What follows belongs to an exercise in optimizing a design on an open flow for small area, a short achievable clock period and few clock cycles per item; a production flow would make more cautious choices. In this exercise RTL edits were held to simulation tests only and were not proved equivalent to the original. Power is estimated from default activity; no workload was simulated.

== JK ==
// ysyx_mulunit
module ysyx_mulunit (
    input          clk,
    input          rst_n,
    input          mul_valid,
    input  [63:0]  alu_src1,
    input  [63:0]  alu_src2,
    input  [3:0]   mul_expand_signed,
    output [129:0] mul_res,
    output         sh_fnsh_flag
);
mul u_mul (
    .clk(clk),
    .rst_n(rst_n),
    .mul_valid(mul_valid),
    .alu_src1(alu_src1),
    .alu_src2(alu_src2),
    .mul_expand_signed(mul_expand_signed),
    .mul_res(mul_res),
    .sh_fnsh_flag(sh_fnsh_flag)
);
endmodule
For scale: about 3200 cells after synthesis, roughly 270 I/O pins.
Settings: LEC_CHECK=0, CAP_MARGIN=20, CORE_MARGIN=2, CORE_UTILIZATION=50, SETUP_SLACK_MARGIN=4.7, SLEW_MARGIN=20, SYNTH_HIERARCHICAL=1; clock period 8.0 ns.
standard.sh (not shown) runs the stock make flow with config.mk's settings and CLKGATE_MAP_FILE= SYNTH_SCRIPT=/design/flow/synth_recipe.tcl, a recipe that flattens the netlist after the stock synthesis.
==> flow/flow/run.sh <==
#!/bin/bash
# Layout flow: the standard layout (standard.sh, which also runs the
# standard synthesis) with these settings changed:
#  - the port buffers start as buf_2 instead of the buffer the resizer picks;
#  - sizing may swap a cell for one of another footprint;
#  - clock tree synthesis inserts no dummy loads.
# make's output goes to make.log; each step's tool output is in orfs/logs/.
set -euo pipefail
bash standard.sh MATCH_CELL_FOOTPRINT=0 \
    "BUFFER_PORTS_ARGS=-buffer_cell sky130_fd_sc_hd__buf_2" \
    "CTS_ARGS=-sink_clustering_enable -repair_clock_nets -dont_use_dummy_load" \
    finish > make.log 2>&1
Testbench counts of JK, summed over its fixed seeds: cycles 34,590, muls 4,800.
The inputs of MS differ from those of JK as listed below.
diff --git a/flow/config.mk b/flow/config.mk
--- a/flow/config.mk
+++ b/flow/config.mk
@@ -9,5 +9,6 @@
 export CORE_MARGIN = 2
 export CORE_UTILIZATION = 50
-export SETUP_SLACK_MARGIN = 4.7
+export GPL_ROUTABILITY_DRIVEN = 0
+export SETUP_SLACK_MARGIN = 4.5
 export SLEW_MARGIN = 20
 export SYNTH_HIERARCHICAL = 1
The lower met3 demand-to-capacity share in global routing of JK and MS is in MS.
Delta (MS minus JK): combinational share of power now smaller; number of antenna violations at the first check in global routing now smaller; sequential fraction of total cell area now larger; critical path depth now larger.
Number of instances in the placed design: MS vs JK, no meaningful difference
Between JK and MS, the worst hold slack is higher for MS.
Net switching fraction of the power for MS: 0.46 points down relative to JK
MS went all the way through synthesis, placement and routing and the layout is clean on timing, DRC and antenna.
Setup WNS JK -> MS: worse
The following lists how AL was set up differently from MS:
diff --git a/flow/config.mk b/flow/config.mk
--- a/flow/config.mk
+++ b/flow/config.mk
@@ -8,6 +8,5 @@
 export CAP_MARGIN = 20
 export CORE_MARGIN = 2
-export CORE_UTILIZATION = 50
-export GPL_ROUTABILITY_DRIVEN = 0
+export CORE_UTILIZATION = 57
 export SETUP_SLACK_MARGIN = 4.5
 export SLEW_MARGIN = 20
- AL against MS: routed length on met3 went up about 13%; area of all placed cells without fillers went down about 0.6%; source-to-sink clock delay at the later pin of the worst-skew pair held; share of the cycle needed by the critical path after routing went up 0.25 points.
- u_mul.P[103] as the critical path endpoint was reported by AL, and u_mul.P[75] by MS.
- Total placed instance area: MS vs AL — no meaningful difference
- AL vs. MS: least setup slack across all paths after layout went down by 20 ps.
- Changes observed in AL relative to MS: share of power burned in the clock network now sits lower; effective utilization at floorplan now sits higher.

yarrow:
ysyx_mulunit again, from the RTL that the note above started with.
clock: 8.0 ns
lec_check: 0
cap_margin: 20
core_margin: 2
core_utilization: 50
setup_slack_margin: 4.5
slew_margin: 20
synth_hierarchical: 1
tns_end_percent: 30
Scripts as last shown in full above: flow/flow/run.sh
Testbench counts of yarrow, summed over its fixed seeds: cycles 34,590, muls 4,800.
Input-level comparison between amber and yarrow:
- TNS_END_PERCENT: 30 -> unset
==> flow/flow/run.sh <==
#!/bin/bash
# Layout flow: the standard layout (standard.sh, which also runs the
# standard synthesis) with these settings changed:
#  - the port buffers start as buf_1 instead of the buffer the resizer picks;
#  - sizing may swap a cell for one of another footprint;
#  - clock tree synthesis inserts no dummy loads.
# make's output goes to make.log; each step's tool output is in orfs/logs/.
set -euo pipefail
bash standard.sh MATCH_CELL_FOOTPRINT=0 \
    "BUFFER_PORTS_ARGS=-buffer_cell sky130_fd_sc_hd__buf_1" \
    "CTS_ARGS=-sink_clustering_enable -repair_clock_nets -dont_use_dummy_load" \
    finish > make.log 2>&1
==> notes.md <==
- Status: portion of the clock cycle consumed by the worst path in the final layout parity (amber, yarrow)
- First-iteration DRC count delta for amber relative to yarrow: 58 higher
- On amber: non-clock buffer count is 1.7% higher than what yarrow gave.
- Against yarrow, power in amber fell slightly.
--- input diff amber..quartz ---
==> flow/flow/run.sh <==
#!/bin/bash
# Layout flow: the standard layout (standard.sh, which also runs the
# standard synthesis) with these settings changed:
#  - the port buffers start as buf_2 instead of the buffer the resizer picks;
#  - sizing may swap a cell for one of another footprint;
#  - clock tree synthesis inserts no dummy loads.
# make's output goes to make.log; each step's tool output is in orfs/logs/.
set -euo pipefail
bash standard.sh MATCH_CELL_FOOTPRINT=0 \
    "BUFFER_PORTS_ARGS=-buffer_cell sky130_fd_sc_hd__buf_2" \
    "CTS_ARGS=-sink_clustering_enable -repair_clock_nets -dont_use_dummy_load" \
    finish > make.log 2>&1
==> comparison <==
- Sort amber and quartz by fraction of area in registers, ascending, and quartz comes first.
- Relative to amber, quartz improves wire length.
- | design internal power | quartz vs amber | worse |
- Fraction of area in multi-input gates: quartz vs amber down 0.75 points
- The higher critical path's largest stage delay of amber and quartz is in amber.
What harbor does differently from quartz at the input level:
- SETUP_SLACK_MARGIN now 4.6, was 4.5
Notes after the runs:
- Share of total power in combinational logic essentially unchanged between quartz and harbor.
- According to the power report, total power for harbor is higher than for quartz.
- Between quartz and harbor, the distinct cell type count of the synthesized netlist does not differ in any meaningful way.
- Looking at met2 track demand over resource in global routing, harbor sits 0.64 points higher than quartz does.
- Re transition time at the pin with the least slew margin: harbor and quartz aren't equal, and the higher value belongs to quartz.
- In harbor, the length of routed wiring on met1 came out about 1.4% above the value in quartz.
- Between harbor and quartz, cell area after layout is lower for quartz, harbor comes in above that.
- The first-iteration DRC count of harbor exceeds that of quartz by 18%.
- For final critical-path share of the clock period, harbor and quartz come out practically identical.
- Re area enclosed by the die boundary: no difference whatsoever between harbor and quartz.

static timing again, ports no longer ideal:
In the flow no input, the clock included, has a driving cell. The finished layouts below were timed again as built, in two steps. Step 1 (the two cells are an assumption about what drives the block):
set clk [get_ports {clk}]
set_driving_cell -lib_cell sky130_fd_sc_hd__clkbuf_16 $clk
set_driving_cell -lib_cell sky130_fd_sc_hd__buf_2 [delete_from_list [all_inputs] $clk]
Step 2 times the ports against the registers' clock, not the clock port: input delays grow and output delays shrink by t, the midpoint of the rising clock arrivals with the driver on. a / b / c = ideal / step 1 / step 2; a / b = the first two.
run	shift t [ns]	slack for setup (ns)	hold WS [ns]	clock arrival spread, ns	pins driven straight from the clock port
JK	0.611	4.677 / 4.677 / 4.180	0.435 / 0.435 / 0.435	0.053 / 0.053	1
MS	0.627	4.516 / 4.516 / 3.995	0.441 / 0.441 / 0.441	0.047 / 0.047	1
AL	0.605	4.496 / 4.496 / 4.053	0.448 / 0.448 / 0.448	0.071 / 0.071	1
yarrow	0.612	4.569 / 4.569 / 4.050	0.417 / 0.417 / 0.417	0.060 / 0.060	1
amber	0.605	4.565 / 4.574 / 4.001	0.426 / 0.426 / 0.426	0.028 / 0.027	1
quartz	0.611	4.572 / 4.572 / 4.038	0.419 / 0.419 / 0.419	0.063 / 0.063	1
harbor	0.610	4.580 / 4.597 / 4.007	0.430 / 0.430 / 0.430	0.045 / 0.046	1
After both steps every run listed still meets setup and hold. For harbor, which loses most, drivers alone change the setup slack by +0.017 ns; drivers and shift together by -0.573 ns.
